Context: an optimization exercise on an open-source flow, tuned for small area, a short achievable clock period and few clock cycles. The choices shown serve that exercise and are no tape-out recipe. Only simulation tests tie the RTL to the original design; equivalence was not proved.

== run A ==
==> flow/design.v (excerpt) <==
module nnctrl ( reset, clk, input_signal, in, category,
                ram_addr, ram_we, ram_wdata, ram_rdata, rom_addr, rom_rdata,
                done, ready, score0, score1 ) ;
	input 		reset, clk ;
	input		input_signal ;
	input[31:0] in ;
	output 		category ;
	output[10:0]	ram_addr ;
	output		ram_we ;
	output[31:0]	ram_wdata ;
	input[31:0]	ram_rdata ;
	output[16:0]	rom_addr ;
	input[31:0]	rom_rdata ;
	output reg	done ;
	output reg	ready ;
	output[31:0]	score0, score1 ;
	localparam INIT = 2'd0, IN = 2'd1, COMP = 2'd2, FIN = 2'd3 ;
	reg [1:0]	state ;
	reg [1:0]	icnt ;
	reg		isig_d ;
	reg		we ;
	reg		f0_en, f0_bias ;	 
	reg [2:1]	f_en ;
	reg [5:1]	f_bias ;
	reg [10:0]	addr_ram ;
	reg [16:0]	addr_rom ;
	reg [6:0]	m ;			 
	reg [15:0]	one_r, two_r, neg_r ;	 
	reg [14:0]	xe_r ;
	reg		sa_r ;
	reg [31:0]	wr ;
	reg [62:12]	sr, cr, tr ;	 
	reg		cl_r ;	 
	reg [31:0]	acc, res ;
	assign ram_addr = addr_ram ;
	assign ram_we = we ;
	assign ram_wdata = res ;
	assign rom_addr = addr_rom ;
	assign score0 = res ;
	assign score1 = acc ;
	wire		en = f_en[2] ;
  ...
clock: 11.0 ns
lec_check: 0
abc_clock_period_in_ps: 3000
cap_margin: 20
core_margin: 2
core_utilization: 62
cts_buf_list: sky130_fd_sc_hd__clkbuf_8
cts_cluster_size: 20
slew_margin: 20
standard.sh (not shown) runs the stock make flow with config.mk's settings and CLKGATE_MAP_FILE= SYNTH_SCRIPT=/design/flow/synth_recipe.tcl, a recipe that flattens the netlist after the stock synthesis.
==> flow/flow/run.sh <==
#!/bin/bash
set -euo pipefail
W=$(pwd)
R=$W/orfs/results/$FLOW_PLATFORM/nnctrl/base
bash standard.sh synth > synth.log 2>&1
cp $R/1_2_yosys.v $W/synth_standard.v
python3 $W/flow/polarity.py $W/synth_standard.v $W/synth_polarity.v > polarity.log 2>&1
python3 $W/flow/fastfa.py $W/synth_polarity.v $R/1_2_yosys.v 2.8 '^\\?[sctu]r\[' > fastfa.log 2>&1
rm -f $R/1_synth.odb
bash standard.sh finish SETUP_SLACK_MARGIN=7.6 TNS_END_PERCENT=100 "BUFFER_PORTS_ARGS=-buffer_cell sky130_fd_sc_hd__buf_2" > layout.log 2>&1
Other scripts of this flow, unchanged in this note and not shown: flow/flow/fastfa.py, flow/flow/polarity.py
Run A was carried through to the last stage, and its layout satisfied the timing, design-rule and antenna checks.
Testbench counts of run A, summed over its fixed seeds: cycles 1,215,690.
What run B does differently from run A at the input level:
Settings: CORE_UTILIZATION now 55, was 62; CTS_CLUSTER_SIZE no longer set, was 20; CTS_BUF_LIST no longer set, was sky130_fd_sc_hd__clkbuf_8.
diff --git a/flow/flow/run.sh b/flow/flow/run.sh
--- a/flow/flow/run.sh
+++ b/flow/flow/run.sh
@@ -10 +10 @@
-bash standard.sh finish SETUP_SLACK_MARGIN=7.6 TNS_END_PERCENT=100 "BUFFER_PORTS_ARGS=-buffer_cell sky130_fd_sc_hd__buf_2" > layout.log 2>&1
+bash standard.sh finish SETUP_SLACK_MARGIN=7.4 TNS_END_PERCENT=100 "BUFFER_PORTS_ARGS=-buffer_cell sky130_fd_sc_hd__buf_2" > layout.log 2>&1
==> notes.md <==
Going from run A to run B, post-layout net count -133.
What run C does differently from run B at the input level:
Settings: CTS_CLUSTER_SIZE: unset -> 20; CORE_UTILIZATION: 55 -> 62; CTS_BUF_LIST: unset -> sky130_fd_sc_hd__clkbuf_8.
diff --git a/flow/flow/run.sh b/flow/flow/run.sh
--- a/flow/flow/run.sh
+++ b/flow/flow/run.sh
@@ -10 +10 @@
-bash standard.sh finish SETUP_SLACK_MARGIN=7.4 TNS_END_PERCENT=100 "BUFFER_PORTS_ARGS=-buffer_cell sky130_fd_sc_hd__buf_2" > layout.log 2>&1
+bash standard.sh finish SETUP_SLACK_MARGIN=7.35 TNS_END_PERCENT=10 "BUFFER_PORTS_ARGS=-buffer_cell sky130_fd_sc_hd__buf_2" > layout.log 2>&1
Findings:
- From run B to run C the numbers moved as follows: post-route cell area went down about 2.4%; fraction of cell area in non-clock buffers went down 1.3 points; total placed cells including tap cells went down 93; synthesized net count held.
- As far as netlist area before placement goes, run B and run C are indistinguishable; the numbers are identical.

* * *

Setup of willow:
nnctrl again, from the RTL that the note above started with.
Settings: LEC_CHECK=0, ABC_CLOCK_PERIOD_IN_PS=3000, CAP_MARGIN=20, CORE_MARGIN=2, CORE_UTILIZATION=70, CTS_BUF_LIST=sky130_fd_sc_hd__clkbuf_8, CTS_CLUSTER_SIZE=20, SLEW_MARGIN=20; clock period 11.0 ns.
==> flow/flow/run.sh <==
#!/bin/bash
set -euo pipefail
W=$(pwd)
R=$W/orfs/results/$FLOW_PLATFORM/nnctrl/base
bash standard.sh synth > synth.log 2>&1
cp $R/1_2_yosys.v $W/synth_standard.v
python3 $W/flow/polarity.py $W/synth_standard.v $W/synth_polarity.v > polarity.log 2>&1
python3 $W/flow/fastfa.py $W/synth_polarity.v $R/1_2_yosys.v 2.8 '^\\?[sctu]r\[' > fastfa.log 2>&1
rm -f $R/1_synth.odb
bash standard.sh finish SETUP_SLACK_MARGIN=7.4 TNS_END_PERCENT=100 "BUFFER_PORTS_ARGS=-buffer_cell sky130_fd_sc_hd__buf_2" > layout.log 2>&1
Other scripts of this flow, unchanged in this note and not shown: flow/flow/fastfa.py, flow/flow/polarity.py
Testbench counts of willow, summed over its fixed seeds: cycles 1,215,690.
### willow -> maple
Settings: CORE_UTILIZATION changed from 70 to 62.
Results
- willow has higher worst max-slew margin expressed relative to the limit than maple.
- Diff maple and willow: cell area reported after detailed placement lower in willow
- On area of all sequential standard cells, maple and willow are basically level.
- Cmp maple vs willow: via count lower in maple
- Worst hold slack across all endpoints of willow is on par with maple.
- Relative to willow, maple improves worst setup slack.
- Count of clock-buffer cells in the layout for maple is higher than for willow.
- maple ends up with a placed wire-length estimate after detailed placement that is about 1.5% higher than in willow.
- Total wire length after detailed routing for maple is higher than for willow.
- Looking at amount of wire on met3 after detailed routing, maple sits below willow.
- In the reports for maple and willow, the larger met1 routing resource usage after global routing belongs to willow.

[re-timing with driven ports]
Ports are ideal in the flow. The routed layouts listed here were re-timed in OpenROAD.
Step 1: set_driving_cell puts a clkbuf_16 on clk and a buf_2 on each other input, an assumption about the parent block.
Step 2 also shifts input and output timing later by t, the mid clock arrival at the registers, as if the neighbouring blocks saw the same clock.
Slacks: no drivers / after step 1 / after step 2; pairs: no drivers / after step 1.
run	t, ns	setup slack, ns	worst hold slack (ns)
run A	0.763	7.440 / 7.439 / 7.149	0.343 / 0.343 / 0.343
run B	0.651	7.319 / 7.319 / 7.117	0.350 / 0.350 / 0.350
run C	0.707	7.281 / 7.281 / 7.123	0.347 / 0.347 / 0.347
willow	0.736	7.345 / 7.345 / 7.127	0.347 / 0.347 / 0.347
maple	0.738	7.398 / 7.398 / 7.132	0.349 / 0.349 / 0.349
After both steps setup and hold are still met in every run listed. For run A, which loses most, drivers alone change the setup slack by -0.001 ns; drivers and shift together by -0.291 ns.
